This design comes from an exercise in tuning for small area, a short achievable clock period and few clock cycles on the open sky130 flow, not from production work. Function was checked by simulation only, so behaviour that the tests miss may differ from the original.

## flow/run.sh

```bash
#!/bin/bash
# The standard layout, with one extra step between synthesis and floorplan:
# invopt.py removes the inverters that Yosys's full-adder extraction leaves between
# adders (see invopt.py). Each tool's output goes to a log of its own.
set -euo pipefail
R=orfs/results/$FLOW_PLATFORM/geofence/base
LIB=$FLOW_HOME/platforms/$FLOW_PLATFORM/lib/sky130_fd_sc_hd__tt_025C_1v80.lib
bash standard.sh synth > synth.log 2>&1
cp $R/1_2_yosys.v 1_2_yosys.synth.v
python3 flow/invopt.py $LIB 1_2_yosys.synth.v 1_2_yosys.invopt.v > invopt.log 2>&1
cp 1_2_yosys.invopt.v $R/1_2_yosys.v
bash standard.sh "CTS_ARGS=-sink_clustering_enable -repair_clock_nets -buf_list {sky130_fd_sc_hd__clkbuf_4 sky130_fd_sc_hd__clkbuf_8} -sink_clustering_size 20 -sink_clustering_max_diameter 60 -dont_use_dummy_load" finish > layout.log 2>&1
```

## flow/invopt.py

```python
#!/usr/bin/env python3
"""Polarity clean-up of a mapped sky130hd netlist (Yosys write_verilog output).

Yosys's extract_fa maps many full adders in inverted form (inverted inputs and outputs),
which leaves inverters between adders. A full adder is self-dual: FA(~a,~b,~c) gives
(~sum, ~cout). This script removes every inverter, then picks for each full adder whether
to use it inverted, and for some single-output gates whether to swap them for their
complement (and2 <-> nand2, ...), so that as few inverters as possible are needed; it
then adds one inverter per signal whose complement is still needed. The function of the
netlist and its registers are unchanged.

usage: invopt.py lib in.v out.v"""
import re, sys, random

lib_path, src, dst = sys.argv[1:4]
P = "sky130_fd_sc_hd__"

# cell areas and pin directions from the liberty file
areas, pins, cur, curpin = {}, {}, None, None
for line in open(lib_path):
    m = re.match(r'\s*cell \("(\w+)"\)', line)
    if m:
        cur = m.group(1); pins[cur] = {}; continue
    m = re.match(r'\s*area\s*:\s*([0-9.]+)', line)
    if m and cur and cur not in areas:
        areas[cur] = float(m.group(1))
    m = re.match(r'\s*pin \("(\w+)"\)', line)
    if m and cur:
        curpin = m.group(1); continue
    m = re.match(r'\s*direction\s*:\s*"?(\w+)"?', line)
    if m and cur and curpin:
        pins[cur][curpin] = m.group(1); curpin = None

PAIRS = [("and2", "nand2"), ("or2", "nor2"), ("xor2", "xnor2"), ("and3", "nand3"),
         ("or3", "nor3"), ("and4", "nand4"), ("or4", "nor4"), ("a21o", "a21oi"),
         ("o21a", "o21ai"), ("a22o", "a22oi"), ("o22a", "o22ai"), ("a211o", "a211oi"),
         ("o211a", "o211ai"), ("a31o", "a31oi"), ("o31a", "o31ai"), ("xor3", "xnor3"),
         ("buf", "inv"), ("clkbuf", "inv"), ("a221o", "a221oi"), ("o221a", "o221ai"),
         ("a41o", "a41oi"), ("o41a", "o41ai"), ("a32o", "a32oi"), ("o32a", "o32ai"),
         ("mux2", "mux2i")]
COMP = {}
for a, b, d in [(a, b, d) for a, b in PAIRS for d in ("_4", "_2", "_1")] + \
        [(b, a, d) for a, b in PAIRS for d in ("_4", "_2", "_1")]:
    x, y = P + a + d, P + b + "_1"
    if a == "inv":
        continue
    if x in pins and y in pins:
        ix = sorted(p for p, d in pins[x].items() if d == "input")
        iy = sorted(p for p, d in pins[y].items() if d == "input")
        ox = [p for p, d in pins[x].items() if d == "output"]
        oy = [p for p, d in pins[y].items() if d == "output"]
        if ix == iy and len(ox) == 1 and len(oy) == 1:
            COMP[x] = (y, ox[0], oy[0])
INV = re.compile(P + r"(inv|clkinv)_\d+$")
FA = P + "fa_1"
HA = P + "ha_1"

text = open(src).read()
mod = re.search(r"module\s+(\w+)\s*\((.*?)\);(.*)endmodule", text, re.S)
body = mod.group(3)
outputs = set()
for m in re.finditer(r"^\s*output\s+(\[[^\]]*\]\s*)?(\w+)\s*;", body, re.M):
    outputs.add(m.group(2))
inputs = set()
for m in re.finditer(r"^\s*input\s+(\[[^\]]*\]\s*)?(\w+)\s*;", body, re.M):
    inputs.add(m.group(2))

cell_re = re.compile(r"^\s*(" + P + r"\w+)\s+(\S+)\s*\((.*?)\);", re.M | re.S)
pin_re = re.compile(r"\.(\w+)\(\s*(.*?)\s*\)\s*(?:,|$)", re.S)
cells = []
for m in cell_re.finditer(body):
    t, name, conns = m.group(1), m.group(2), m.group(3)
    pc = [(p, n.strip()) for p, n in pin_re.findall(conns)]
    cells.append([t, name, pc])
if re.search(r"^\s*assign\s", body, re.M):
    sys.exit("netlist has assign statements")
other = cell_re.sub("", body)

def is_out(t, p):
    return pins[t].get(p) == "output"

# nets driven by inverters: net -> input net
inv_of = {}
for t, name, pc in cells:
    if INV.match(t):
        d = dict(pc); inv_of[d["Y"]] = d["A"]
def base(n):
    pol = 0
    while n in inv_of:
        n = inv_of[n]; pol ^= 1
    return n, pol

for o in outputs:
    if base(o)[1] or o in inv_of:
        sys.exit("output port driven by an inverter")

# variables: full adders (flip all pins) and complementable gates (flip the output)
var_of_cell = {}
driver_var = {}   # base net -> var index (its physical polarity)
nvar = 0
ctype = []
for i, (t, name, pc) in enumerate(cells):
    if INV.match(t):
        continue
    if t == FA or t in COMP or t == HA:
        var_of_cell[i] = nvar; ctype.append(t); nvar += 1
        if t != HA:
            for p, n in pc:
                if is_out(t, p):
                    driver_var[n] = var_of_cell[i]
val = [0] * nvar

# loads: (cell index, pin, base net, literal polarity, var of load or None)
loads = {}
for i, (t, name, pc) in enumerate(cells):
    if INV.match(t):
        continue
    for p, n in pc:
        if is_out(t, p):
            continue
        b, pol = base(n)
        v = var_of_cell[i] if t in (FA, HA) else None
        loads.setdefault(b, []).append((i, p, pol, v))
for o in outputs:
    loads.setdefault(o, []).append((None, o, 0, None))

sig_of_var = {}
for b in loads:
    if b in driver_var:
        sig_of_var.setdefault(driver_var[b], []).append(b)
for_var_loads = {}
for b, ls in loads.items():
    for (i, p, pol, v) in ls:
        if v is not None:
            for_var_loads.setdefault(v, set()).add(b)

inv_area = areas[P + "inv_1"]
def sig_cost(b):
    ph = val[driver_var[b]] if b in driver_var else 0
    need = False
    for (i, p, pol, v) in loads[b]:
        req = pol ^ (val[v] if v is not None else 0)
        if req != ph:
            need = True; break
    return inv_area if need else 0.0
def var_cost(v):
    t = ctype[v]
    if t == FA:
        return 0.0
    if t == HA:
        return (areas[P + "xor2_1"] + areas[P + "nor2_1"]) if val[v] else areas[t]
    return areas[COMP[t][0]] if val[v] else areas[t]
def touched(v):
    s = set(sig_of_var.get(v, [])) | for_var_loads.get(v, set())
    return s

total = sum(sig_cost(b) for b in loads) + sum(var_cost(v) for v in range(nvar))
start = total + inv_area * 0
orig = sum(areas[t] for t, n, pc in cells if INV.match(t) or t == FA or t in COMP)
order = list(range(nvar))
rng = random.Random(1)
def delta(v):
    ss = touched(v)
    before = sum(sig_cost(b) for b in ss) + var_cost(v)
    val[v] ^= 1
    after = sum(sig_cost(b) for b in ss) + var_cost(v)
    val[v] ^= 1
    return after - before
def descend():
    global total
    improved = True
    while improved:
        improved = False
        rng.shuffle(order)
        for v in order:
            d = delta(v)
            if d < -1e-9 or (d < 1e-9 and rng.random() < 0.3):
                val[v] ^= 1; total += d
                if d < -1e-9:
                    improved = True
descend()
best, best_val = total, list(val)
# simulated annealing over single flips, then a final descent from the best state
import math, os
steps = int(os.environ.get("SA_STEPS", "3000000"))
t0, t1 = 3.0, 0.05
for it in range(steps):
    T = t0 * (t1 / t0) ** (it / steps)
    v = rng.randrange(nvar)
    d = delta(v)
    if d < 1e-9 or rng.random() < math.exp(-d / T):
        val[v] ^= 1
        total += d
        if total < best - 1e-9:
            best, best_val = total, list(val)
val[:] = best_val
total = best
descend()
# rewrite
def W(n):
    return n + " " if n.startswith("\\") else n
new_cells = []
inv_net = {}
k = 0
for b in sorted(loads):
    ph = val[driver_var[b]] if b in driver_var else 0
    for (i, p, pol, v) in loads[b]:
        req = pol ^ (val[v] if v is not None else 0)
        if req != ph and b not in inv_net:
            k += 1
            inv_net[b] = f"invopt_{k}"
            new_cells.append(f"  {P}inv_1 invopt_c{k} (\n    .A({W(b)}),\n    .Y({inv_net[b]})\n  );")
conn = {}
for b, ls in loads.items():
    ph = val[driver_var[b]] if b in driver_var else 0
    for (i, p, pol, v) in ls:
        req = pol ^ (val[v] if v is not None else 0)
        net = b if req == ph else inv_net[b]
        if i is None:
            if net != p:
                sys.exit("output port polarity")
            continue
        conn[(i, p)] = net
conn = {k: W(n) for k, n in conn.items()}
out_cells = []
for i, (t, name, pc) in enumerate(cells):
    if INV.match(t):
        continue
    if t == HA and val[var_of_cell[i]]:
        d = dict(pc)
        a, b = conn[(i, "A")], conn[(i, "B")]
        if "SUM" in d:
            out_cells.append(f"  {P}xor2_1 {name}_s (\n    .A({a}),\n    .B({b}),\n    .X({W(d['SUM'])})\n  );")
        if "COUT" in d:
            out_cells.append(f"  {P}nor2_1 {name}_c (\n    .A({a}),\n    .B({b}),\n    .Y({W(d['COUT'])})\n  );")
        continue
    nt = t
    opin = {}
    if i in var_of_cell and t != FA and val[var_of_cell[i]]:
        nt, po, pn = COMP[t]
        opin[po] = pn
    items = []
    for p, n in pc:
        if is_out(t, p):
            items.append(f"    .{opin.get(p, p)}({W(n)})")
        else:
            items.append(f"    .{p}({conn[(i, p)]})")
    out_cells.append(f"  {nt} {name} (\n" + ",\n".join(items) + "\n  );")
decl = "\n".join(f"  wire {inv_net[b]};" for b in sorted(inv_net, key=lambda b: inv_net[b]))
newbody = other.rstrip() + "\n" + decl + "\n" + "\n".join(out_cells + new_cells) + "\n"
out = text[:mod.start(3)] + newbody + text[mod.end(3):]
open(dst, "w").write(out)
ninv0 = sum(1 for t, n, pc in cells if INV.match(t))
nflip = sum(1 for v in range(nvar) if val[v] and ctype[v] in (FA, HA))
ncomp = sum(1 for v in range(nvar) if val[v] and ctype[v] != FA)
sys.stderr.write(f"invopt: inverters {ninv0} -> {k}, adders flipped {nflip}, gates swapped {ncomp}, "
                 f"area of touched cells {orig:.1f} -> {total:.1f}\n")
```

## standard.sh

```bash
#!/bin/bash
# synth_recipe.tcl (not shown) runs the flow's synth.tcl, then flattens the netlist and writes it again
# the make line also repeats each setting of config.mk as NAME=value (left out here)
make -C /OpenROAD-flow-scripts/flow DESIGN_CONFIG=/design/flow/config.mk WORK_HOME=/design/flow/orfs CLKGATE_MAP_FILE= SYNTH_SCRIPT=/design/flow/synth_recipe.tcl "${@:-finish}"
```

## config.mk

```make
export PLATFORM = sky130hd
export DESIGN_NAME = geofence
export DESIGN_NICKNAME = geofence
export VERILOG_FILES = /design/flow/design.v
export SDC_FILE = /design/flow/constraint.sdc
export NUM_CORES = 4
export LEC_CHECK = 0
export CAP_MARGIN = 20
export CORE_MARGIN = 2
export CORE_UTILIZATION = 40
export CTS_BUF_LIST = sky130_fd_sc_hd__clkbuf_4 sky130_fd_sc_hd__clkbuf_8
export CTS_CLUSTER_DIAMETER = 60
export CTS_CLUSTER_SIZE = 20
export PLACE_DENSITY = 0.6
export SETUP_SLACK_MARGIN = 5
export SLEW_MARGIN = 20
```

## constraint.sdc

```tcl
create_clock -name core_clock -period 12.0 [get_ports {clk}]
set_input_delay 2.4000 -clock core_clock [delete_from_list [all_inputs] [get_ports {clk}]]
set_output_delay 2.4000 -clock core_clock [all_outputs]
set_load 0.01 [all_outputs]
```

## design.v

```verilog
module geofence(clk, reset, X, Y, valid, is_inside);
input clk;
input reset;
input [9:0] X;
input [9:0] Y;
output reg valid;
output reg is_inside;
reg [3:0] phase;             
reg [9:0] px, py;            
reg sx, sy;                  
reg [9:0] mx, my;            
reg lsx, lsy, rsx, rsy;
reg [9:0] lmx, lmy, rmx, rmy;
reg ins;
reg [3:0] hp;                
wire [10:0] dx = {1'b0, X} - {1'b0, px};
wire [10:0] dy = {1'b0, Y} - {1'b0, py};
wire [9:0] ax = (dx[9:0] ^ {10{dx[10]}}) + {9'd0, dx[10]};
wire [9:0] ay = (dy[9:0] ^ {10{dy[10]}}) + {9'd0, dy[10]};
wire [3:0] side = {dy[10], !dy[10] && dy != 11'd0, dx[10], !dx[10] && dx != 11'd0};
wire early_out = |(hp & side);
wire zx = mx == 10'd0, zy = my == 10'd0;
wire zlx = lmx == 10'd0, zly = lmy == 10'd0;
wire zrx = rmx == 10'd0, zry = rmy == 10'd0;
wire a_le, a_dn;
xsgn ua(.a(lmx), .b(my), .c(lmy), .d(mx), .le(a_le), .lt(a_dn));
wire a_dz = a_le && !a_dn;
wire a_s1 = lsx ^ sy, a_s2 = lsy ^ sx;
wire a_nz = !(zlx || zy) || !(zly || zx);
wire an = (a_s1 == a_s2) ? (a_s1 ? !(a_dn || a_dz) : a_dn) : (a_s1 && a_nz);
wire az = (a_s1 == a_s2) ? a_dz : !a_nz;
wire ap = !an && !az;
wire b_le, b_dn;
xsgn ub(.a(mx), .b(rmy), .c(my), .d(rmx), .le(b_le), .lt(b_dn));
wire b_dz = b_le && !b_dn;
wire b_s1 = sx ^ rsy, b_s2 = sy ^ rsx;
wire b_nz = !(zx || zry) || !(zy || zrx);
wire bn = (b_s1 == b_s2) ? (b_s1 ? !(b_dn || b_dz) : b_dn) : (b_s1 && b_nz);
wire bz = (b_s1 == b_s2) ? b_dz : !b_nz;
wire bp = !bn && !bz;
wire opp = (!zx && (sx ^ lsx)) || (!zy && (sy ^ lsy));
wire hit = (zx && zy) || (an && (bn || bz)) || (az && bn) || (az && bz && opp);
always @(posedge clk or posedge reset) begin
    if (reset) phase <= 4'd0;
    else if (phase == 4'd8) phase <= 4'd0;
    else if (phase == 4'd6 && (ins || hit || early_out)) phase <= 4'd8;   
    else phase <= phase + 4'd1;
end
always @(posedge clk) begin
    sx <= dx[10]; mx <= ax;
    sy <= dy[10]; my <= ay;
end
always @(posedge clk) begin
    if (phase == 4'd0) begin
        px <= X;
        py <= Y;
    end
    if (phase == 4'd1) hp <= side;
    else if (phase <= 4'd5) hp <= hp & side;
    if (phase == 4'd2) begin
        lsx <= sx; lmx <= mx; lsy <= sy; lmy <= my;
        rsx <= sx; rmx <= mx; rsy <= sy; rmy <= my;
        ins <= zx && zy;
    end else if (phase >= 4'd3 && phase <= 4'd7) begin
        if (hit) ins <= 1'b1;
        if (an && bp) begin lsx <= sx; lmx <= mx; lsy <= sy; lmy <= my; end
        if (ap && bn) begin rsx <= sx; rmx <= mx; rsy <= sy; rmy <= my; end
    end
end
always @(posedge clk or posedge reset) begin
    if (reset) begin
        valid <= 1'b0;
        is_inside <= 1'b0;
    end else begin
        valid <= (phase == 4'd7) || (phase == 4'd6 && (ins || hit || early_out));
        is_inside <= (phase == 4'd6 || phase == 4'd7) && (ins || hit);
    end
end
endmodule
module xsgn(input [9:0] a, input [9:0] b, input [9:0] c, input [9:0] d, output le, output lt);
wire t1 = (a[0] & b[9]) ^ ~(c[0] & d[9]) ^ (a[1] & b[8]);
wire t2 = ((a[0] & b[9]) & ~(c[0] & d[9])) | ((a[0] & b[9]) & (a[1] & b[8])) | (~(c[0] & d[9]) & (a[1] & b[8]));
wire t3 = (a[1] & b[9]) ^ ~(c[1] & d[9]);
wire t4 = (a[1] & b[9]) & ~(c[1] & d[9]);
wire t5 = (a[0] & b[6]) ^ ~(c[0] & d[6]) ^ (a[1] & b[5]);
wire t6 = ((a[0] & b[6]) & ~(c[0] & d[6])) | ((a[0] & b[6]) & (a[1] & b[5])) | (~(c[0] & d[6]) & (a[1] & b[5]));
wire t7 = (a[0] & b[7]) ^ ~(c[0] & d[7]) ^ (a[1] & b[6]);
wire t8 = ((a[0] & b[7]) & ~(c[0] & d[7])) | ((a[0] & b[7]) & (a[1] & b[6])) | (~(c[0] & d[7]) & (a[1] & b[6]));
wire t9 = ~(c[1] & d[6]) ^ (a[2] & b[5]) ^ ~(c[2] & d[5]);
wire t10 = (~(c[1] & d[6]) & (a[2] & b[5])) | (~(c[1] & d[6]) & ~(c[2] & d[5])) | ((a[2] & b[5]) & ~(c[2] & d[5]));
wire t11 = (a[3] & b[4]) ^ ~(c[3] & d[4]);
wire t12 = (a[3] & b[4]) & ~(c[3] & d[4]);
wire t13 = (a[0] & b[8]) ^ ~(c[0] & d[8]) ^ (a[1] & b[7]);
wire t14 = ((a[0] & b[8]) & ~(c[0] & d[8])) | ((a[0] & b[8]) & (a[1] & b[7])) | (~(c[0] & d[8]) & (a[1] & b[7]));
wire t15 = ~(c[1] & d[7]) ^ (a[2] & b[6]) ^ ~(c[2] & d[6]);
wire t16 = (~(c[1] & d[7]) & (a[2] & b[6])) | (~(c[1] & d[7]) & ~(c[2] & d[6])) | ((a[2] & b[6]) & ~(c[2] & d[6]));
wire t17 = (a[3] & b[5]) ^ ~(c[3] & d[5]) ^ (a[4] & b[4]);
wire t18 = ((a[3] & b[5]) & ~(c[3] & d[5])) | ((a[3] & b[5]) & (a[4] & b[4])) | (~(c[3] & d[5]) & (a[4] & b[4]));
wire t19 = ~(c[4] & d[4]) ^ (a[5] & b[3]) ^ ~(c[5] & d[3]);
wire t20 = (~(c[4] & d[4]) & (a[5] & b[3])) | (~(c[4] & d[4]) & ~(c[5] & d[3])) | ((a[5] & b[3]) & ~(c[5] & d[3]));
wire t21 = (a[6] & b[2]) ^ ~(c[6] & d[2]);
wire t22 = (a[6] & b[2]) & ~(c[6] & d[2]);
wire t23 = ~(c[1] & d[8]) ^ (a[2] & b[7]) ^ ~(c[2] & d[7]);
wire t24 = (~(c[1] & d[8]) & (a[2] & b[7])) | (~(c[1] & d[8]) & ~(c[2] & d[7])) | ((a[2] & b[7]) & ~(c[2] & d[7]));
wire t25 = (a[3] & b[6]) ^ ~(c[3] & d[6]) ^ (a[4] & b[5]);
wire t26 = ((a[3] & b[6]) & ~(c[3] & d[6])) | ((a[3] & b[6]) & (a[4] & b[5])) | (~(c[3] & d[6]) & (a[4] & b[5]));
wire t27 = ~(c[4] & d[5]) ^ (a[5] & b[4]) ^ ~(c[5] & d[4]);
wire t28 = (~(c[4] & d[5]) & (a[5] & b[4])) | (~(c[4] & d[5]) & ~(c[5] & d[4])) | ((a[5] & b[4]) & ~(c[5] & d[4]));
wire t29 = (a[6] & b[3]) ^ ~(c[6] & d[3]) ^ (a[7] & b[2]);
wire t30 = ((a[6] & b[3]) & ~(c[6] & d[3])) | ((a[6] & b[3]) & (a[7] & b[2])) | (~(c[6] & d[3]) & (a[7] & b[2]));
wire t31 = ~(c[7] & d[2]) ^ (a[8] & b[1]) ^ ~(c[8] & d[1]);
wire t32 = (~(c[7] & d[2]) & (a[8] & b[1])) | (~(c[7] & d[2]) & ~(c[8] & d[1])) | ((a[8] & b[1]) & ~(c[8] & d[1]));
wire t33 = (a[9] & b[0]) ^ ~(c[9] & d[0]);
wire t34 = (a[9] & b[0]) & ~(c[9] & d[0]);
wire t35 = (a[2] & b[8]) ^ ~(c[2] & d[8]) ^ (a[3] & b[7]);
wire t36 = ((a[2] & b[8]) & ~(c[2] & d[8])) | ((a[2] & b[8]) & (a[3] & b[7])) | (~(c[2] & d[8]) & (a[3] & b[7]));
wire t37 = ~(c[3] & d[7]) ^ (a[4] & b[6]) ^ ~(c[4] & d[6]);
wire t38 = (~(c[3] & d[7]) & (a[4] & b[6])) | (~(c[3] & d[7]) & ~(c[4] & d[6])) | ((a[4] & b[6]) & ~(c[4] & d[6]));
wire t39 = (a[5] & b[5]) ^ ~(c[5] & d[5]) ^ (a[6] & b[4]);
wire t40 = ((a[5] & b[5]) & ~(c[5] & d[5])) | ((a[5] & b[5]) & (a[6] & b[4])) | (~(c[5] & d[5]) & (a[6] & b[4]));
wire t41 = ~(c[6] & d[4]) ^ (a[7] & b[3]) ^ ~(c[7] & d[3]);
wire t42 = (~(c[6] & d[4]) & (a[7] & b[3])) | (~(c[6] & d[4]) & ~(c[7] & d[3])) | ((a[7] & b[3]) & ~(c[7] & d[3]));
wire t43 = (a[8] & b[2]) ^ ~(c[8] & d[2]) ^ (a[9] & b[1]);
wire t44 = ((a[8] & b[2]) & ~(c[8] & d[2])) | ((a[8] & b[2]) & (a[9] & b[1])) | (~(c[8] & d[2]) & (a[9] & b[1]));
wire t45 = ~(c[9] & d[1]) ^ 1'b1 ^ t2;
wire t46 = (~(c[9] & d[1]) & 1'b1) | (~(c[9] & d[1]) & t2) | (1'b1 & t2);
wire t47 = (a[2] & b[9]) ^ ~(c[2] & d[9]) ^ (a[3] & b[8]);
wire t48 = ((a[2] & b[9]) & ~(c[2] & d[9])) | ((a[2] & b[9]) & (a[3] & b[8])) | (~(c[2] & d[9]) & (a[3] & b[8]));
wire t49 = ~(c[3] & d[8]) ^ (a[4] & b[7]) ^ ~(c[4] & d[7]);
wire t50 = (~(c[3] & d[8]) & (a[4] & b[7])) | (~(c[3] & d[8]) & ~(c[4] & d[7])) | ((a[4] & b[7]) & ~(c[4] & d[7]));
wire t51 = (a[5] & b[6]) ^ ~(c[5] & d[6]) ^ (a[6] & b[5]);
wire t52 = ((a[5] & b[6]) & ~(c[5] & d[6])) | ((a[5] & b[6]) & (a[6] & b[5])) | (~(c[5] & d[6]) & (a[6] & b[5]));
wire t53 = ~(c[6] & d[5]) ^ (a[7] & b[4]) ^ ~(c[7] & d[4]);
wire t54 = (~(c[6] & d[5]) & (a[7] & b[4])) | (~(c[6] & d[5]) & ~(c[7] & d[4])) | ((a[7] & b[4]) & ~(c[7] & d[4]));
wire t55 = (a[8] & b[3]) ^ ~(c[8] & d[3]) ^ (a[9] & b[2]);
wire t56 = ((a[8] & b[3]) & ~(c[8] & d[3])) | ((a[8] & b[3]) & (a[9] & b[2])) | (~(c[8] & d[3]) & (a[9] & b[2]));
wire t57 = (a[3] & b[9]) ^ ~(c[3] & d[9]) ^ (a[4] & b[8]);
wire t58 = ((a[3] & b[9]) & ~(c[3] & d[9])) | ((a[3] & b[9]) & (a[4] & b[8])) | (~(c[3] & d[9]) & (a[4] & b[8]));
wire t59 = ~(c[4] & d[8]) ^ (a[5] & b[7]) ^ ~(c[5] & d[7]);
wire t60 = (~(c[4] & d[8]) & (a[5] & b[7])) | (~(c[4] & d[8]) & ~(c[5] & d[7])) | ((a[5] & b[7]) & ~(c[5] & d[7]));
wire t61 = (a[6] & b[6]) ^ ~(c[6] & d[6]) ^ (a[7] & b[5]);
wire t62 = ((a[6] & b[6]) & ~(c[6] & d[6])) | ((a[6] & b[6]) & (a[7] & b[5])) | (~(c[6] & d[6]) & (a[7] & b[5]));
wire t63 = (a[4] & b[9]) ^ ~(c[4] & d[9]) ^ (a[5] & b[8]);
wire t64 = ((a[4] & b[9]) & ~(c[4] & d[9])) | ((a[4] & b[9]) & (a[5] & b[8])) | (~(c[4] & d[9]) & (a[5] & b[8]));
wire t65 = (a[0] & b[4]) ^ ~(c[0] & d[4]) ^ (a[1] & b[3]);
wire t66 = ((a[0] & b[4]) & ~(c[0] & d[4])) | ((a[0] & b[4]) & (a[1] & b[3])) | (~(c[0] & d[4]) & (a[1] & b[3]));
wire t67 = (a[0] & b[5]) ^ ~(c[0] & d[5]) ^ (a[1] & b[4]);
wire t68 = ((a[0] & b[5]) & ~(c[0] & d[5])) | ((a[0] & b[5]) & (a[1] & b[4])) | (~(c[0] & d[5]) & (a[1] & b[4]));
wire t69 = ~(c[1] & d[4]) ^ (a[2] & b[3]) ^ ~(c[2] & d[3]);
wire t70 = (~(c[1] & d[4]) & (a[2] & b[3])) | (~(c[1] & d[4]) & ~(c[2] & d[3])) | ((a[2] & b[3]) & ~(c[2] & d[3]));
wire t71 = (a[3] & b[2]) ^ ~(c[3] & d[2]);
wire t72 = (a[3] & b[2]) & ~(c[3] & d[2]);
wire t73 = ~(c[1] & d[5]) ^ (a[2] & b[4]) ^ ~(c[2] & d[4]);
wire t74 = (~(c[1] & d[5]) & (a[2] & b[4])) | (~(c[1] & d[5]) & ~(c[2] & d[4])) | ((a[2] & b[4]) & ~(c[2] & d[4]));
wire t75 = (a[3] & b[3]) ^ ~(c[3] & d[3]) ^ (a[4] & b[2]);
wire t76 = ((a[3] & b[3]) & ~(c[3] & d[3])) | ((a[3] & b[3]) & (a[4] & b[2])) | (~(c[3] & d[3]) & (a[4] & b[2]));
wire t77 = ~(c[4] & d[2]) ^ (a[5] & b[1]) ^ ~(c[5] & d[1]);
wire t78 = (~(c[4] & d[2]) & (a[5] & b[1])) | (~(c[4] & d[2]) & ~(c[5] & d[1])) | ((a[5] & b[1]) & ~(c[5] & d[1]));
wire t79 = (a[6] & b[0]) ^ ~(c[6] & d[0]);
wire t80 = (a[6] & b[0]) & ~(c[6] & d[0]);
wire t81 = (a[4] & b[3]) ^ ~(c[4] & d[3]) ^ (a[5] & b[2]);
wire t82 = ((a[4] & b[3]) & ~(c[4] & d[3])) | ((a[4] & b[3]) & (a[5] & b[2])) | (~(c[4] & d[3]) & (a[5] & b[2]));
wire t83 = ~(c[5] & d[2]) ^ (a[6] & b[1]) ^ ~(c[6] & d[1]);
wire t84 = (~(c[5] & d[2]) & (a[6] & b[1])) | (~(c[5] & d[2]) & ~(c[6] & d[1])) | ((a[6] & b[1]) & ~(c[6] & d[1]));
wire t85 = (a[7] & b[0]) ^ ~(c[7] & d[0]) ^ 1'b1;
wire t86 = ((a[7] & b[0]) & ~(c[7] & d[0])) | ((a[7] & b[0]) & 1'b1) | (~(c[7] & d[0]) & 1'b1);
wire t87 = t6 ^ t7 ^ t9;
wire t88 = (t6 & t7) | (t6 & t9) | (t7 & t9);
wire t89 = (a[7] & b[1]) ^ ~(c[7] & d[1]) ^ (a[8] & b[0]);
wire t90 = ((a[7] & b[1]) & ~(c[7] & d[1])) | ((a[7] & b[1]) & (a[8] & b[0])) | (~(c[7] & d[1]) & (a[8] & b[0]));
wire t91 = ~(c[8] & d[0]) ^ 1'b1 ^ t8;
wire t92 = (~(c[8] & d[0]) & 1'b1) | (~(c[8] & d[0]) & t8) | (1'b1 & t8);
wire t93 = t10 ^ t12 ^ t13;
wire t94 = (t10 & t12) | (t10 & t13) | (t12 & t13);
wire t95 = t15 ^ t17 ^ t19;
wire t96 = (t15 & t17) | (t15 & t19) | (t17 & t19);
wire t97 = 1'b1 ^ t1 ^ t14;
wire t98 = (1'b1 & t1) | (1'b1 & t14) | (t1 & t14);
wire t99 = t16 ^ t18 ^ t20;
wire t100 = (t16 & t18) | (t16 & t20) | (t18 & t20);
wire t101 = t22 ^ t23 ^ t25;
wire t102 = (t22 & t23) | (t22 & t25) | (t23 & t25);
wire t103 = t27 ^ t29 ^ t31;
wire t104 = (t27 & t29) | (t27 & t31) | (t29 & t31);
wire t105 = t3 ^ t24 ^ t26;
wire t106 = (t3 & t24) | (t3 & t26) | (t24 & t26);
wire t107 = t28 ^ t30 ^ t32;
wire t108 = (t28 & t30) | (t28 & t32) | (t30 & t32);
wire t109 = t34 ^ t35 ^ t37;
wire t110 = (t34 & t35) | (t34 & t37) | (t35 & t37);
wire t111 = t39 ^ t41 ^ t43;
wire t112 = (t39 & t41) | (t39 & t43) | (t41 & t43);
wire t113 = ~(c[9] & d[2]) ^ t4 ^ t36;
wire t114 = (~(c[9] & d[2]) & t4) | (~(c[9] & d[2]) & t36) | (t4 & t36);
wire t115 = t38 ^ t40 ^ t42;
wire t116 = (t38 & t40) | (t38 & t42) | (t40 & t42);
wire t117 = t44 ^ t46 ^ t47;
wire t118 = (t44 & t46) | (t44 & t47) | (t46 & t47);
wire t119 = t49 ^ t51 ^ t53;
wire t120 = (t49 & t51) | (t49 & t53) | (t51 & t53);
wire t121 = ~(c[7] & d[5]) ^ (a[8] & b[4]) ^ ~(c[8] & d[4]);
wire t122 = (~(c[7] & d[5]) & (a[8] & b[4])) | (~(c[7] & d[5]) & ~(c[8] & d[4])) | ((a[8] & b[4]) & ~(c[8] & d[4]));
wire t123 = (a[9] & b[3]) ^ ~(c[9] & d[3]) ^ t48;
wire t124 = ((a[9] & b[3]) & ~(c[9] & d[3])) | ((a[9] & b[3]) & t48) | (~(c[9] & d[3]) & t48);
wire t125 = t50 ^ t52 ^ t54;
wire t126 = (t50 & t52) | (t50 & t54) | (t52 & t54);
wire t127 = t56 ^ t57 ^ t59;
wire t128 = (t56 & t57) | (t56 & t59) | (t57 & t59);
wire t129 = ~(c[5] & d[8]) ^ (a[6] & b[7]) ^ ~(c[6] & d[7]);
wire t130 = (~(c[5] & d[8]) & (a[6] & b[7])) | (~(c[5] & d[8]) & ~(c[6] & d[7])) | ((a[6] & b[7]) & ~(c[6] & d[7]));
wire t131 = (a[7] & b[6]) ^ ~(c[7] & d[6]) ^ (a[8] & b[5]);
wire t132 = ((a[7] & b[6]) & ~(c[7] & d[6])) | ((a[7] & b[6]) & (a[8] & b[5])) | (~(c[7] & d[6]) & (a[8] & b[5]));
wire t133 = ~(c[8] & d[5]) ^ (a[9] & b[4]) ^ ~(c[9] & d[4]);
wire t134 = (~(c[8] & d[5]) & (a[9] & b[4])) | (~(c[8] & d[5]) & ~(c[9] & d[4])) | ((a[9] & b[4]) & ~(c[9] & d[4]));
wire t135 = t58 ^ t60 ^ t62;
wire t136 = (t58 & t60) | (t58 & t62) | (t60 & t62);
wire t137 = (a[5] & b[9]) ^ ~(c[5] & d[9]) ^ (a[6] & b[8]);
wire t138 = ((a[5] & b[9]) & ~(c[5] & d[9])) | ((a[5] & b[9]) & (a[6] & b[8])) | (~(c[5] & d[9]) & (a[6] & b[8]));
wire t139 = ~(c[6] & d[8]) ^ (a[7] & b[7]) ^ ~(c[7] & d[7]);
wire t140 = (~(c[6] & d[8]) & (a[7] & b[7])) | (~(c[6] & d[8]) & ~(c[7] & d[7])) | ((a[7] & b[7]) & ~(c[7] & d[7]));
wire t141 = (a[8] & b[6]) ^ ~(c[8] & d[6]) ^ (a[9] & b[5]);
wire t142 = ((a[8] & b[6]) & ~(c[8] & d[6])) | ((a[8] & b[6]) & (a[9] & b[5])) | (~(c[8] & d[6]) & (a[9] & b[5]));
wire t143 = (a[6] & b[9]) ^ ~(c[6] & d[9]) ^ (a[7] & b[8]);
wire t144 = ((a[6] & b[9]) & ~(c[6] & d[9])) | ((a[6] & b[9]) & (a[7] & b[8])) | (~(c[6] & d[9]) & (a[7] & b[8]));
wire t145 = (a[0] & b[2]) ^ ~(c[0] & d[2]);
wire t146 = (a[0] & b[2]) & ~(c[0] & d[2]);
wire t147 = (a[0] & b[3]) ^ ~(c[0] & d[3]) ^ (a[1] & b[2]);
wire t148 = ((a[0] & b[3]) & ~(c[0] & d[3])) | ((a[0] & b[3]) & (a[1] & b[2])) | (~(c[0] & d[3]) & (a[1] & b[2]));
wire t149 = ~(c[1] & d[2]) ^ (a[2] & b[1]) ^ ~(c[2] & d[1]);
wire t150 = (~(c[1] & d[2]) & (a[2] & b[1])) | (~(c[1] & d[2]) & ~(c[2] & d[1])) | ((a[2] & b[1]) & ~(c[2] & d[1]));
wire t151 = ~(c[1] & d[3]) ^ (a[2] & b[2]) ^ ~(c[2] & d[2]);
wire t152 = (~(c[1] & d[3]) & (a[2] & b[2])) | (~(c[1] & d[3]) & ~(c[2] & d[2])) | ((a[2] & b[2]) & ~(c[2] & d[2]));
wire t153 = (a[3] & b[1]) ^ ~(c[3] & d[1]) ^ (a[4] & b[0]);
wire t154 = ((a[3] & b[1]) & ~(c[3] & d[1])) | ((a[3] & b[1]) & (a[4] & b[0])) | (~(c[3] & d[1]) & (a[4] & b[0]));
wire t155 = ~(c[4] & d[0]) ^ 1'b1;
wire t156 = ~(c[4] & d[0]) & 1'b1;
wire t157 = (a[4] & b[1]) ^ ~(c[4] & d[1]) ^ (a[5] & b[0]);
wire t158 = ((a[4] & b[1]) & ~(c[4] & d[1])) | ((a[4] & b[1]) & (a[5] & b[0])) | (~(c[4] & d[1]) & (a[5] & b[0]));
wire t159 = ~(c[5] & d[0]) ^ 1'b1 ^ t66;
wire t160 = (~(c[5] & d[0]) & 1'b1) | (~(c[5] & d[0]) & t66) | (1'b1 & t66);
wire t161 = t67 ^ t69 ^ t71;
wire t162 = (t67 & t69) | (t67 & t71) | (t69 & t71);
wire t163 = 1'b1 ^ t5 ^ t68;
wire t164 = (1'b1 & t5) | (1'b1 & t68) | (t5 & t68);
wire t165 = t70 ^ t72 ^ t73;
wire t166 = (t70 & t72) | (t70 & t73) | (t72 & t73);
wire t167 = t75 ^ t77 ^ t79;
wire t168 = (t75 & t77) | (t75 & t79) | (t77 & t79);
wire t169 = t11 ^ t74 ^ t76;
wire t170 = (t11 & t74) | (t11 & t76) | (t74 & t76);
wire t171 = t78 ^ t80 ^ t81;
wire t172 = (t78 & t80) | (t78 & t81) | (t80 & t81);
wire t173 = t83 ^ t85 ^ t87;
wire t174 = (t83 & t85) | (t83 & t87) | (t85 & t87);
wire t175 = t21 ^ t82 ^ t84;
wire t176 = (t21 & t82) | (t21 & t84) | (t82 & t84);
wire t177 = t86 ^ t88 ^ t89;
wire t178 = (t86 & t88) | (t86 & t89) | (t88 & t89);
wire t179 = t91 ^ t93 ^ t95;
wire t180 = (t91 & t93) | (t91 & t95) | (t93 & t95);
wire t181 = t33 ^ t90 ^ t92;
wire t182 = (t33 & t90) | (t33 & t92) | (t90 & t92);
wire t183 = t94 ^ t96 ^ t97;
wire t184 = (t94 & t96) | (t94 & t97) | (t96 & t97);
wire t185 = t99 ^ t101 ^ t103;
wire t186 = (t99 & t101) | (t99 & t103) | (t101 & t103);
wire t187 = t45 ^ t98 ^ t100;
wire t188 = (t45 & t98) | (t45 & t100) | (t98 & t100);
wire t189 = t102 ^ t104 ^ t105;
wire t190 = (t102 & t104) | (t102 & t105) | (t104 & t105);
wire t191 = t107 ^ t109 ^ t111;
wire t192 = (t107 & t109) | (t107 & t111) | (t109 & t111);
wire t193 = t55 ^ t106 ^ t108;
wire t194 = (t55 & t106) | (t55 & t108) | (t106 & t108);
wire t195 = t110 ^ t112 ^ t113;
wire t196 = (t110 & t112) | (t110 & t113) | (t112 & t113);
wire t197 = t115 ^ t117 ^ t119;
wire t198 = (t115 & t117) | (t115 & t119) | (t117 & t119);
wire t199 = t61 ^ t114 ^ t116;
wire t200 = (t61 & t114) | (t61 & t116) | (t114 & t116);
wire t201 = t118 ^ t120 ^ t121;
wire t202 = (t118 & t120) | (t118 & t121) | (t120 & t121);
wire t203 = t123 ^ t125 ^ t127;
wire t204 = (t123 & t125) | (t123 & t127) | (t125 & t127);
wire t205 = t63 ^ t122 ^ t124;
wire t206 = (t63 & t122) | (t63 & t124) | (t122 & t124);
wire t207 = t126 ^ t128 ^ t129;
wire t208 = (t126 & t128) | (t126 & t129) | (t128 & t129);
wire t209 = t131 ^ t133 ^ t135;
wire t210 = (t131 & t133) | (t131 & t135) | (t133 & t135);
wire t211 = ~(c[9] & d[5]) ^ t64 ^ t130;
wire t212 = (~(c[9] & d[5]) & t64) | (~(c[9] & d[5]) & t130) | (t64 & t130);
wire t213 = t132 ^ t134 ^ t136;
wire t214 = (t132 & t134) | (t132 & t136) | (t134 & t136);
wire t215 = t137 ^ t139 ^ t141;
wire t216 = (t137 & t139) | (t137 & t141) | (t139 & t141);
wire t217 = ~(c[7] & d[8]) ^ (a[8] & b[7]) ^ ~(c[8] & d[7]);
wire t218 = (~(c[7] & d[8]) & (a[8] & b[7])) | (~(c[7] & d[8]) & ~(c[8] & d[7])) | ((a[8] & b[7]) & ~(c[8] & d[7]));
wire t219 = (a[9] & b[6]) ^ ~(c[9] & d[6]) ^ t138;
wire t220 = ((a[9] & b[6]) & ~(c[9] & d[6])) | ((a[9] & b[6]) & t138) | (~(c[9] & d[6]) & t138);
wire t221 = t140 ^ t142 ^ t143;
wire t222 = (t140 & t142) | (t140 & t143) | (t142 & t143);
wire t223 = (a[7] & b[9]) ^ ~(c[7] & d[9]) ^ (a[8] & b[8]);
wire t224 = ((a[7] & b[9]) & ~(c[7] & d[9])) | ((a[7] & b[9]) & (a[8] & b[8])) | (~(c[7] & d[9]) & (a[8] & b[8]));
wire t225 = ~(c[8] & d[8]) ^ (a[9] & b[7]) ^ ~(c[9] & d[7]);
wire t226 = (~(c[8] & d[8]) & (a[9] & b[7])) | (~(c[8] & d[8]) & ~(c[9] & d[7])) | ((a[9] & b[7]) & ~(c[9] & d[7]));
wire t227 = (a[0] & b[1]) ^ ~(c[0] & d[1]);
wire t228 = (a[0] & b[1]) & ~(c[0] & d[1]);
wire t229 = (a[1] & b[1]) ^ ~(c[1] & d[1]) ^ (a[2] & b[0]);
wire t230 = ((a[1] & b[1]) & ~(c[1] & d[1])) | ((a[1] & b[1]) & (a[2] & b[0])) | (~(c[1] & d[1]) & (a[2] & b[0]));
wire t231 = ~(c[2] & d[0]) ^ 1'b1;
wire t232 = ~(c[2] & d[0]) & 1'b1;
wire t233 = (a[3] & b[0]) ^ ~(c[3] & d[0]) ^ 1'b1;
wire t234 = ((a[3] & b[0]) & ~(c[3] & d[0])) | ((a[3] & b[0]) & 1'b1) | (~(c[3] & d[0]) & 1'b1);
wire t235 = t146 ^ t147 ^ t149;
wire t236 = (t146 & t147) | (t146 & t149) | (t147 & t149);
wire t237 = t65 ^ t148 ^ t150;
wire t238 = (t65 & t148) | (t65 & t150) | (t148 & t150);
wire t239 = t151 ^ t153 ^ t155;
wire t240 = (t151 & t153) | (t151 & t155) | (t153 & t155);
wire t241 = t152 ^ t154 ^ t156;
wire t242 = (t152 & t154) | (t152 & t156) | (t154 & t156);
wire t243 = t157 ^ t159 ^ t161;
wire t244 = (t157 & t159) | (t157 & t161) | (t159 & t161);
wire t245 = t158 ^ t160 ^ t162;
wire t246 = (t158 & t160) | (t158 & t162) | (t160 & t162);
wire t247 = t163 ^ t165 ^ t167;
wire t248 = (t163 & t165) | (t163 & t167) | (t165 & t167);
wire t249 = t164 ^ t166 ^ t168;
wire t250 = (t164 & t166) | (t164 & t168) | (t166 & t168);
wire t251 = t169 ^ t171 ^ t173;
wire t252 = (t169 & t171) | (t169 & t173) | (t171 & t173);
wire t253 = t170 ^ t172 ^ t174;
wire t254 = (t170 & t172) | (t170 & t174) | (t172 & t174);
wire t255 = t175 ^ t177 ^ t179;
wire t256 = (t175 & t177) | (t175 & t179) | (t177 & t179);
wire t257 = t176 ^ t178 ^ t180;
wire t258 = (t176 & t178) | (t176 & t180) | (t178 & t180);
wire t259 = t181 ^ t183 ^ t185;
wire t260 = (t181 & t183) | (t181 & t185) | (t183 & t185);
wire t261 = t182 ^ t184 ^ t186;
wire t262 = (t182 & t184) | (t182 & t186) | (t184 & t186);
wire t263 = t187 ^ t189 ^ t191;
wire t264 = (t187 & t189) | (t187 & t191) | (t189 & t191);
wire t265 = t188 ^ t190 ^ t192;
wire t266 = (t188 & t190) | (t188 & t192) | (t190 & t192);
wire t267 = t193 ^ t195 ^ t197;
wire t268 = (t193 & t195) | (t193 & t197) | (t195 & t197);
wire t269 = t194 ^ t196 ^ t198;
wire t270 = (t194 & t196) | (t194 & t198) | (t196 & t198);
wire t271 = t199 ^ t201 ^ t203;
wire t272 = (t199 & t201) | (t199 & t203) | (t201 & t203);
wire t273 = t200 ^ t202 ^ t204;
wire t274 = (t200 & t202) | (t200 & t204) | (t202 & t204);
wire t275 = t205 ^ t207 ^ t209;
wire t276 = (t205 & t207) | (t205 & t209) | (t207 & t209);
wire t277 = t206 ^ t208 ^ t210;
wire t278 = (t206 & t208) | (t206 & t210) | (t208 & t210);
wire t279 = t211 ^ t213 ^ t215;
wire t280 = (t211 & t213) | (t211 & t215) | (t213 & t215);
wire t281 = t212 ^ t214 ^ t216;
wire t282 = (t212 & t214) | (t212 & t216) | (t214 & t216);
wire t283 = t217 ^ t219 ^ t221;
wire t284 = (t217 & t219) | (t217 & t221) | (t219 & t221);
wire t285 = t144 ^ t218 ^ t220;
wire t286 = (t144 & t218) | (t144 & t220) | (t218 & t220);
wire t287 = t222 ^ t223 ^ t225;
wire t288 = (t222 & t223) | (t222 & t225) | (t223 & t225);
wire t289 = (a[8] & b[9]) ^ ~(c[8] & d[9]) ^ (a[9] & b[8]);
wire t290 = ((a[8] & b[9]) & ~(c[8] & d[9])) | ((a[8] & b[9]) & (a[9] & b[8])) | (~(c[8] & d[9]) & (a[9] & b[8]));
wire t291 = ~(c[9] & d[8]) ^ t224 ^ t226;
wire t292 = (~(c[9] & d[8]) & t224) | (~(c[9] & d[8]) & t226) | (t224 & t226);
wire t293 = (a[1] & b[0]) ^ ~(c[1] & d[0]);
wire t294 = (a[1] & b[0]) & ~(c[1] & d[0]);
wire t295 = t145 ^ t228 ^ t229;
wire t296 = (t145 & t228) | (t145 & t229) | (t228 & t229);
wire t297 = t230 ^ t232 ^ t233;
wire t298 = (t230 & t232) | (t230 & t233) | (t232 & t233);
wire t299 = t234 ^ t236 ^ t237;
wire t300 = (t234 & t236) | (t234 & t237) | (t236 & t237);
wire t301 = t238 ^ t240 ^ t241;
wire t302 = (t238 & t240) | (t238 & t241) | (t240 & t241);
wire t303 = t242 ^ t244 ^ t245;
wire t304 = (t242 & t244) | (t242 & t245) | (t244 & t245);
wire t305 = t246 ^ t248 ^ t249;
wire t306 = (t246 & t248) | (t246 & t249) | (t248 & t249);
wire t307 = t250 ^ t252 ^ t253;
wire t308 = (t250 & t252) | (t250 & t253) | (t252 & t253);
wire t309 = t254 ^ t256 ^ t257;
wire t310 = (t254 & t256) | (t254 & t257) | (t256 & t257);
wire t311 = t258 ^ t260 ^ t261;
wire t312 = (t258 & t260) | (t258 & t261) | (t260 & t261);
wire t313 = t262 ^ t264 ^ t265;
wire t314 = (t262 & t264) | (t262 & t265) | (t264 & t265);
wire t315 = t266 ^ t268 ^ t269;
wire t316 = (t266 & t268) | (t266 & t269) | (t268 & t269);
wire t317 = t270 ^ t272 ^ t273;
wire t318 = (t270 & t272) | (t270 & t273) | (t272 & t273);
wire t319 = t274 ^ t276 ^ t277;
wire t320 = (t274 & t276) | (t274 & t277) | (t276 & t277);
wire t321 = t278 ^ t280 ^ t281;
wire t322 = (t278 & t280) | (t278 & t281) | (t280 & t281);
wire t323 = t282 ^ t284 ^ t285;
wire t324 = (t282 & t284) | (t282 & t285) | (t284 & t285);
wire t325 = t286 ^ t288 ^ t289;
wire t326 = (t286 & t288) | (t286 & t289) | (t288 & t289);
wire t327 = (a[9] & b[9]) ^ ~(c[9] & d[9]) ^ t290;
wire t328 = ((a[9] & b[9]) & ~(c[9] & d[9])) | ((a[9] & b[9]) & t290) | (~(c[9] & d[9]) & t290);
wire t329 = 1'b1 ^ t227;
wire t330 = 1'b1 & t227;
wire t331 = t231 ^ t294 ^ t295;
wire t332 = (t231 & t294) | (t231 & t295) | (t294 & t295);
wire t333 = t235 ^ t296 ^ t297;
wire t334 = (t235 & t296) | (t235 & t297) | (t296 & t297);
wire t335 = t239 ^ t298 ^ t299;
wire t336 = (t239 & t298) | (t239 & t299) | (t298 & t299);
wire t337 = t243 ^ t300 ^ t301;
wire t338 = (t243 & t300) | (t243 & t301) | (t300 & t301);
wire t339 = t247 ^ t302 ^ t303;
wire t340 = (t247 & t302) | (t247 & t303) | (t302 & t303);
wire t341 = t251 ^ t304 ^ t305;
wire t342 = (t251 & t304) | (t251 & t305) | (t304 & t305);
wire t343 = t255 ^ t306 ^ t307;
wire t344 = (t255 & t306) | (t255 & t307) | (t306 & t307);
wire t345 = t259 ^ t308 ^ t309;
wire t346 = (t259 & t308) | (t259 & t309) | (t308 & t309);
wire t347 = t263 ^ t310 ^ t311;
wire t348 = (t263 & t310) | (t263 & t311) | (t310 & t311);
wire t349 = t267 ^ t312 ^ t313;
wire t350 = (t267 & t312) | (t267 & t313) | (t312 & t313);
wire t351 = t271 ^ t314 ^ t315;
wire t352 = (t271 & t314) | (t271 & t315) | (t314 & t315);
wire t353 = t275 ^ t316 ^ t317;
wire t354 = (t275 & t316) | (t275 & t317) | (t316 & t317);
wire t355 = t279 ^ t318 ^ t319;
wire t356 = (t279 & t318) | (t279 & t319) | (t318 & t319);
wire t357 = t283 ^ t320 ^ t321;
wire t358 = (t283 & t320) | (t283 & t321) | (t320 & t321);
wire t359 = t287 ^ t322 ^ t323;
wire t360 = (t287 & t322) | (t287 & t323) | (t322 & t323);
wire t361 = t291 ^ t324 ^ t325;
wire t362 = (t291 & t324) | (t291 & t325) | (t324 & t325);
wire t363 = t292 ^ t326 ^ t327;
wire t364 = (t292 & t326) | (t292 & t327) | (t326 & t327);
wire [20:0] x = {1'b1, t328, t362, t360, t358, t356, t354, t352, t350, t348, t346, t344, t342, t340, t338, t336, t334, t332, t330, t293, (a[0] & b[0])};
wire [20:0] y = {1'b0, t364, t363, t361, t359, t357, t355, t353, t351, t349, t347, t345, t343, t341, t339, t337, t335, t333, t331, t329, ~(c[0] & d[0])};
wire [19:0] g = x[19:0] & y[19:0];
wire [19:0] p = x[19:0] | y[19:0];
wire G1 = g[1] | (p[1] & g[0]);
wire P1 = p[1] & p[0];
wire G2 = g[4] | (p[4] & g[3]);
wire P2 = p[4] & p[3];
wire G3 = G2 | (P2 & g[2]);
wire P3 = P2 & p[2];
wire G4 = G3 | (P3 & G1);
wire P4 = P3 & P1;
wire G5 = g[6] | (p[6] & g[5]);
wire P5 = p[6] & p[5];
wire G6 = g[9] | (p[9] & g[8]);
wire P6 = p[9] & p[8];
wire G7 = G6 | (P6 & g[7]);
wire P7 = P6 & p[7];
wire G8 = G7 | (P7 & G5);
wire P8 = P7 & P5;
wire G9 = G8 | (P8 & G4);
wire P9 = P8 & P4;
wire G10 = g[11] | (p[11] & g[10]);
wire P10 = p[11] & p[10];
wire G11 = g[14] | (p[14] & g[13]);
wire P11 = p[14] & p[13];
wire G12 = G11 | (P11 & g[12]);
wire P12 = P11 & p[12];
wire G13 = G12 | (P12 & G10);
wire P13 = P12 & P10;
wire G14 = g[16] | (p[16] & g[15]);
wire P14 = p[16] & p[15];
wire G15 = g[19] | (p[19] & g[18]);
wire P15 = p[19] & p[18];
wire G16 = G15 | (P15 & g[17]);
wire P16 = P15 & p[17];
wire G17 = G16 | (P16 & G14);
wire P17 = P16 & P14;
wire G18 = G17 | (P17 & G13);
wire P18 = P17 & P13;
wire G19 = G18 | (P18 & G9);
wire P19 = P18 & P9;
wire top = x[20] ^ y[20];
assign le = top ^ G19;
assign lt = top ^ (G19 | P19);
endmodule
```

==> summary.txt, run 1 <==
most used cell along the critical path - sky130_fd_sc_hd__fa_1
YS warnings - 1
sum of net half-perimeters after detailed placement - 27900 um
summed negative setup slack over all endpoints - 0 ns
length of the first detailed-routing pass in iterations - 5
net count after synthesis - 1818
final weighted congestion in routability-driven placement - 0.854
arrival time of data at the critical path endpoint - 6.74 ns
horizontal die dimension - 197 um
Worst Clk Skew - 0.0336 ns
area occupied by registers - 0.00267 mm2
highest fanout seen on the critical path - 11
critical path's largest stage delay - 0.67 ns
count of buffering cells on the critical path with inverters included - 1
time the worst path needs with I/O delays and setup - 6.69 ns
grt met3 use - 3.22%
global router's overall resource usage - 20.9%
worst hold endpoint - rsx$_DFFE_PP_
top-level I/O count - 24
data required time of the critical path - 12.05 ns
Worst setup SP type - register
cell family with most CP delay - adder cells
endpoint class of the critical path - register
Die Area - 0.0387 mm2
slowest cell on the critical path - sky130_fd_sc_hd__or4_1
timing-limited maximum frequency - 150 MHz
total core area - 0.0366 mm2
GRT met2 Usage - 35.4%
initial antenna violation count - 0
number of clock sinks - 97
most frequent cells in the layout - sky130_fd_sc_hd__fa_1 (328), sky130_fd_sc_hd__nand2_1 (232), sky130_fd_sc_hd__and2_1 (200)
TritonCTS clock tree - yes
H-tree levels - 3
Placed Cells - 1856
peak-usage layer in the global routing report - met2
number of routed nets with antenna violations - 0
port bufs - 23
RR Startpoint - rmx[7]$_DFFE_PP_
routing usage on met1 - 28.3%
routed wirelength normalized by instance count - 20.3 um
category of the most critical setup path - register to register
largest net degree at the start of global routing - 26
wire length of the first global-routing pass - 62300 um
R2R depth - 16
antenna diode count - 0
count of max-cap constraint violations - 0
number of buffers created by CTS - 9
worst-margin pin slew - 0.949 ns
final cell count without fillers - 1875
synthesized cell area - 0.0148 mm2
Via-to-Cell Ratio - 5.51
DRC violation total after the first TritonRoute iteration - 692
share of post-route cells with drive strength above 1 - 3.98%
reg2reg setup slack - 5.31 ns
path type of the worst min-delay path - register to register
maximum root-to-sink buffer count - 2
run status - timing/DRC/antenna clean
CTS root buffer - sky130_fd_sc_hd__clkbuf_8
area growth from synthesis to layout - 5.89%
Worst Hold Depth - 0
Hold Fails Final Rpt - 0
count of mapped cells out of synthesis - 1432
RSZ-0062 raised after global routing - false
Setup-failing EPs final - 0
max_slew headroom - 36.7%
cell row count - 70
global route total overflow - 0
vertical die dimension - 197 um
Worst-Skew Late Latency - 0.38 ns
most frequent standard cell in the layout excluding fill and tap cells - sky130_fd_sc_hd__fa_1
period utilisation layout - 55.7%
mean area per synthesized cell - 10.4 um2
multi-input gate area in the final layout - 0.0116 mm2
total routed wirelength - 38000 um
launch instance of the worst min-delay path - sx$_DFF_P_
number of max-slew violations in the final report - 0
total of fill cells in the finished design - 3462
final layout net count - 1795
sequence of cells on the critical path - and2_1 > fa_1 > fa_1 > fa_1 > fa_1 > fa_1 > fa_1 > inv_1 > nor2_1 > a2111oi_2 > nor3b_1 > a221o_1 > a2111o_1 > o31ai_1 > or4_1 > a21oi_4
drt drc - 0
effective utilization at floorplan - 40.5%
end of the worst register-to-register path - lmx[5]$_DFFE_PP_
vias in the first global route - 11300
clock-pin slew on the worst setup and hold paths - 0.10 ns
via count - 10300
-- how the worst max path moves through the flow --
stage	slack (ns)	cells after the start	to	from
final	5.31	16	lmx[5]$_DFFE_PP_	rmx[7]$_DFFE_PP_
after global routing	5.01	16	rmx[9]$_DFFE_PP_	rmx[7]$_DFFE_PP_
after CTS	5.02	17	lmx[5]$_DFFE_PP_	mx[6]$_DFF_P_
after detailed placement	4.33	17	lsy$_DFFE_PP_	mx[0]$_DFF_P_
after global placement	4.40	17	lmx[8]$_DFFE_PP_	mx[0]$_DFF_P_
after floorplan	5.22	18	rmx[0]$_DFFE_PP_	mx[0]$_DFF_P_
-- per-stage QoR --
stage	instance area (um2)	utilization, %	hold WS [ns]	worst slack, ns
global route	15700	42.9	0.563	5.01
detailed placement	15500	42.2	0.565	4.33
finish	15700	42.9	0.550	5.31
CTS	15600	42.7	0.552	5.02
floorplan	14800	-	0.459	5.22
global placement	15500	42.2	0.552	4.40
-- worst reg2reg max path: stages (launching register included) --
cell,delay (ns)
sky130_fd_sc_hd__edfxtp_1,0.62
sky130_fd_sc_hd__and2_1,0.29
sky130_fd_sc_hd__fa_1,0.52
sky130_fd_sc_hd__fa_1,0.57
sky130_fd_sc_hd__fa_1,0.43
sky130_fd_sc_hd__fa_1,0.41
sky130_fd_sc_hd__fa_1,0.55
sky130_fd_sc_hd__fa_1,0.42
sky130_fd_sc_hd__inv_1,0.11
sky130_fd_sc_hd__nor2_1,0.08
sky130_fd_sc_hd__a2111oi_2,0.51
sky130_fd_sc_hd__nor3b_1,0.29
sky130_fd_sc_hd__a221o_1,0.22
sky130_fd_sc_hd__a2111o_1,0.14
sky130_fd_sc_hd__o31ai_1,0.14
sky130_fd_sc_hd__or4_1,0.68
sky130_fd_sc_hd__a21oi_4,0.41
-- cell type report --
| class | count | area share, % |
|---|---|---|
| Inverter | 95 | 2.27 |
| Tap cell | 468 | 3.73 |
| Sequential cell | 97 | 17.0 |
| Clock buffer | 9 | 0.788 |
| Multi-Input combinational cell | 1159 | 73.5 |
| Timing Repair Buffer | 47 | 2.69 |
-- flip-flops by register name, summed over array words and instances (netlist names), 4 cells and up --
signal,flops
mx,10
my,10
phase,4
lmy,10
rmx,10
px,10
lmx,10
rmy,10
py,10
hp,4
-- per-layer routing --
layer	part of all wire, %	routed length, um	up-vias
li1	-	-	4535
met1	43	16200	5350
met2	49	18600	381
met3	6.3	2390	70
met4	2.3	871	0
met5	0	0	-
-- what timing repair did --
item,in CTS,in global routing
cloned,1,1
hold buffers,0,0
setup endpoints to repair,44,44
resized for setup,7,6
pin swaps,1,2
buffers inserted,0,8
Testbench counts, summed over its fixed seeds: cycles 65,240.
==> run 2: changes to the inputs <==
--- a/flow/run.sh
+++ b/flow/run.sh
@@ -10,3 +10,3 @@
 python3 flow/invopt.py $LIB 1_2_yosys.synth.v 1_2_yosys.invopt.v > invopt.log 2>&1
 cp 1_2_yosys.invopt.v $R/1_2_yosys.v
-bash standard.sh "CTS_ARGS=-sink_clustering_enable -repair_clock_nets -buf_list {sky130_fd_sc_hd__clkbuf_4 sky130_fd_sc_hd__clkbuf_8} -sink_clustering_size 20 -sink_clustering_max_diameter 60 -dont_use_dummy_load" finish > layout.log 2>&1
+bash standard.sh "CTS_ARGS=-sink_clustering_enable -repair_clock_nets -buf_list {sky130_fd_sc_hd__clkbuf_4 sky130_fd_sc_hd__clkbuf_8} -sink_clustering_size 30 -sink_clustering_max_diameter 100 -dont_use_dummy_load" finish > layout.log 2>&1
--- a/flow/invopt.py
+++ b/flow/invopt.py
@@ -40,9 +40,6 @@
          ("mux2", "mux2i")]
 COMP = {}
-for a, b, d in [(a, b, d) for a, b in PAIRS for d in ("_4", "_2", "_1")] + \
-        [(b, a, d) for a, b in PAIRS for d in ("_4", "_2", "_1")]:
-    x, y = P + a + d, P + b + "_1"
-    if a == "inv":
-        continue
+for a, b in PAIRS:
+    x, y = P + a + "_1", P + b + "_1"
     if x in pins and y in pins:
         ix = sorted(p for p, d in pins[x].items() if d == "input")
@@ -51,4 +48,6 @@
         oy = [p for p, d in pins[y].items() if d == "output"]
         if ix == iy and len(ox) == 1 and len(oy) == 1:
+            if a != "clkbuf":
+                COMP[y] = (x, oy[0], ox[0])
             COMP[x] = (y, ox[0], oy[0])
 INV = re.compile(P + r"(inv|clkinv)_\d+$")
@@ -181,20 +180,13 @@
 descend()
 best, best_val = total, list(val)
-# simulated annealing over single flips, then a final descent from the best state
-import math, os
-steps = int(os.environ.get("SA_STEPS", "3000000"))
-t0, t1 = 3.0, 0.05
-for it in range(steps):
-    T = t0 * (t1 / t0) ** (it / steps)
-    v = rng.randrange(nvar)
-    d = delta(v)
-    if d < 1e-9 or rng.random() < math.exp(-d / T):
-        val[v] ^= 1
-        total += d
-        if total < best - 1e-9:
-            best, best_val = total, list(val)
-val[:] = best_val
-total = best
-descend()
+for it in range(300):
+    for v in rng.sample(range(nvar), max(1, nvar // 30)):
+        total += delta(v); val[v] ^= 1
+    descend()
+    if total < best - 1e-9:
+        best, best_val = total, list(val)
+    else:
+        val[:] = best_val; total = best
+
 # rewrite
 def W(n):
--- a/config.mk
+++ b/config.mk
@@ -10,6 +10,6 @@
 export CORE_UTILIZATION = 40
 export CTS_BUF_LIST = sky130_fd_sc_hd__clkbuf_4 sky130_fd_sc_hd__clkbuf_8
-export CTS_CLUSTER_DIAMETER = 60
-export CTS_CLUSTER_SIZE = 20
+export CTS_CLUSTER_DIAMETER = 100
+export CTS_CLUSTER_SIZE = 30
 export PLACE_DENSITY = 0.6
 export SETUP_SLACK_MARGIN = 5
==> run 2 against run 1 <==
Effect of this change:
- worst hold slack gained 0.0056 ns
- first-iteration DRC count grew 22%
- setup slack lost 0.080 ns
- global-route usage grew 0.30 points
- via count shrank 0.14%
==> summary.txt, run 2 <==
final cell count without fillers - 1889
Setup WS pre-CTS - 4.22 ns
global router's overall resource usage - 21.2%
number of clock sinks - 97
CTS root buffer - sky130_fd_sc_hd__clkbuf_8
area growth from synthesis to layout - 6.14%
count of mapped cells out of synthesis - 1448
final layout net count - 1808
number of max-slew violations in the final report - 0
global route total overflow - 0
Hold Fails Final Rpt - 0
via count - 10300
final worst hold slack - 0.556 ns
standard cell area after detailed placement - 0.0156 mm2
number of routed nets with antenna violations - 0
Placed Cells - 1873
total of fill cells in the finished design - 3451
Die Area - 0.0389 mm2
fin util - 43.2%
total routed wirelength - 38500 um
slowest cell on the critical path - sky130_fd_sc_hd__dfxtp_1
Setup-failing EPs final - 0
period utilisation layout - 56.4%
most used cell along the critical path - sky130_fd_sc_hd__fa_1
total of hold buffers inserted after clock tree synthesis - 0
worst-margin pin slew - 0.962 ns
routed wirelength normalized by instance count - 20.4 um
vias in the first global route - 11500
RSZ-0062 raised after global routing - false
Layout Cell Area excl Fill - 0.0159 mm2
length of the first detailed-routing pass in iterations - 5
mean area per synthesized cell - 10.3 um2
largest net degree at the start of global routing - 26
data required time of the critical path - 12.08 ns
vertical die dimension - 197 um
max_slew headroom - 35.8%
critical path's largest stage delay - 0.64 ns
highest fanout seen on the critical path - 15
top-level I/O count - 24
endpoint class of the critical path - register
most frequent cells in the layout - sky130_fd_sc_hd__fa_1 (328), sky130_fd_sc_hd__nand2_1 (231), sky130_fd_sc_hd__and2_1 (201)
maximum root-to-sink buffer count - 2
summed negative setup slack over all endpoints - 0 ns
category of the most critical setup path - register to register
port bufs - 23
sequence of cells on the critical path - buf_4 > and2_1 > fa_1 > fa_1 > fa_1 > fa_1 > fa_1 > fa_1 > inv_1 > a2111o_1 > o221a_1 > o31ai_2 > a211o_2 > mux2_1 > o21ai_1 > or4_1 > a21oi_4 > buf_4
time the worst path needs with I/O delays and setup - 6.77 ns
horizontal die dimension - 197 um
area occupied by registers - 0.00268 mm2
total core area - 0.0367 mm2
final weighted congestion in routability-driven placement - 0.845
Via-to-Cell Ratio - 5.46
timing-limited maximum frequency - 148 MHz
DRC violation total after the first TritonRoute iteration - 846
cell row count - 70
drt drc - 0
initial antenna violation count - 0
H-tree levels - 3
antenna diode count - 0
clock-pin slew on the worst setup and hold paths - 0.10 ns
Worst-Skew Late Latency - 0.39 ns
setup slack after layout - 5.23 ns
effective utilization at floorplan - 40.7%
count of max-cap constraint violations - 0
most frequent standard cell in the layout excluding fill and tap cells - sky130_fd_sc_hd__fa_1
run status - timing/DRC/antenna clean
Worst setup SP type - register
share of post-route cells with drive strength above 1 - 4.57%
path type of the worst min-delay path - register to register
multi-input gate area in the final layout - 0.0116 mm2
synthesized cell area - 0.0149 mm2
sum of net half-perimeters after detailed placement - 28600 um
TritonCTS clock tree - yes
wire length of the first global-routing pass - 63300 um
net count after synthesis - 1833
number of buffers created by CTS - 9
YS warnings - 1
arrival time of data at the critical path endpoint - 6.85 ns
Worst Clk Skew - 0.0461 ns
run 2: cell count changes in the layout (fill, tap and decap cells not counted), sizes merged, moves of 2 or more:
cell	delta
inv	+13
and3	-2
nand3	+2
xor2	+2
run 2: layout make-up:
| type | count | area share (%) |
|---|---|---|
| multi-input combinational | 1161 | 73.2 |
| inverter | 108 | 2.56 |
| clock buffer | 9 | 0.781 |
| sequential | 97 | 16.9 |
| tap | 468 | 3.69 |
| timing repair buffer | 46 | 2.86 |
run 2: path summary, 6_finish.rpt:
check | start | slack [ns] | to | depth (start not counted)
max reg2reg | my[5]$_DFF_P_ | 5.23 | lsy$_DFFE_PP_ | 18
max | my[5]$_DFF_P_ | 5.23 | lsy$_DFFE_PP_ | 18
min reg2reg | sx$_DFF_P_ | 0.56 | rsx$_DFFE_PP_ | 0
max in group asynchronous | reset | 9.46 | phase[2]$_DFF_PP0_ | 2
min | sx$_DFF_P_ | 0.56 | rsx$_DFFE_PP_ | 0
min in group asynchronous | reset | 2.33 | phase[1]$_DFF_PP0_ | 2
run 2: timing repair:
item                       4_1_cts  5_1_grt
setup endpoints to repair       31       44
cloned                           1        1
buffers inserted                 0        5
gates resized for setup          6       10
pin swaps                        1        3
run 2: critical path: cells and delay by family, from the launching register on:
family | cells | cell delay (ns)
AOI/OAI and AO/OA | 6 | 1.67
DFF | 1 | 0.64
buffers and inverters | 3 | 0.57
and+or+nand+nor | 2 | 0.73
adders and majority gates | 6 | 2.77
muxes | 1 | 0.14
run 2: layer usage:
layer / part of all wire [%] / global-route usage, % / wire length (um)
met4: 3.2 / 6.38 / 1230
met2: 48 / 35.3 / 18300
met5: 0 / 0 / 0
met3: 7.3 / 2.92 / 2810
met1: 42 / 29.0 / 16100

[afterwards: timing with drivers on the ports]
Ports are ideal in the flow. The routed layouts listed here were re-timed in OpenROAD.
Step 1 (the two cells are an assumption about what drives the block):
set clk [get_ports {clk}]
set_driving_cell -lib_cell sky130_fd_sc_hd__clkbuf_16 $clk
set_driving_cell -lib_cell sky130_fd_sc_hd__buf_2 [delete_from_list [all_inputs] $clk]
Step 2 also shifts input and output timing later by t, the mid clock arrival at the registers, as if the neighbouring blocks saw the same clock.
Three values: ideal ports, drivers, drivers and shift; two values: the first two.
| run | t (ns) | setup WS [ns] | hold WS [ns] | pins driven straight from the clock port |
|---|---|---|---|---|
| run 1 | 0.399 | 5.311 / 5.311 / 5.311 | 0.550 / 0.550 / 0.550 | 1 |
| run 2 | 0.398 | 5.231 / 5.231 / 5.231 | 0.556 / 0.556 / 0.556 | 1 |
After both steps every run listed still meets setup and hold.
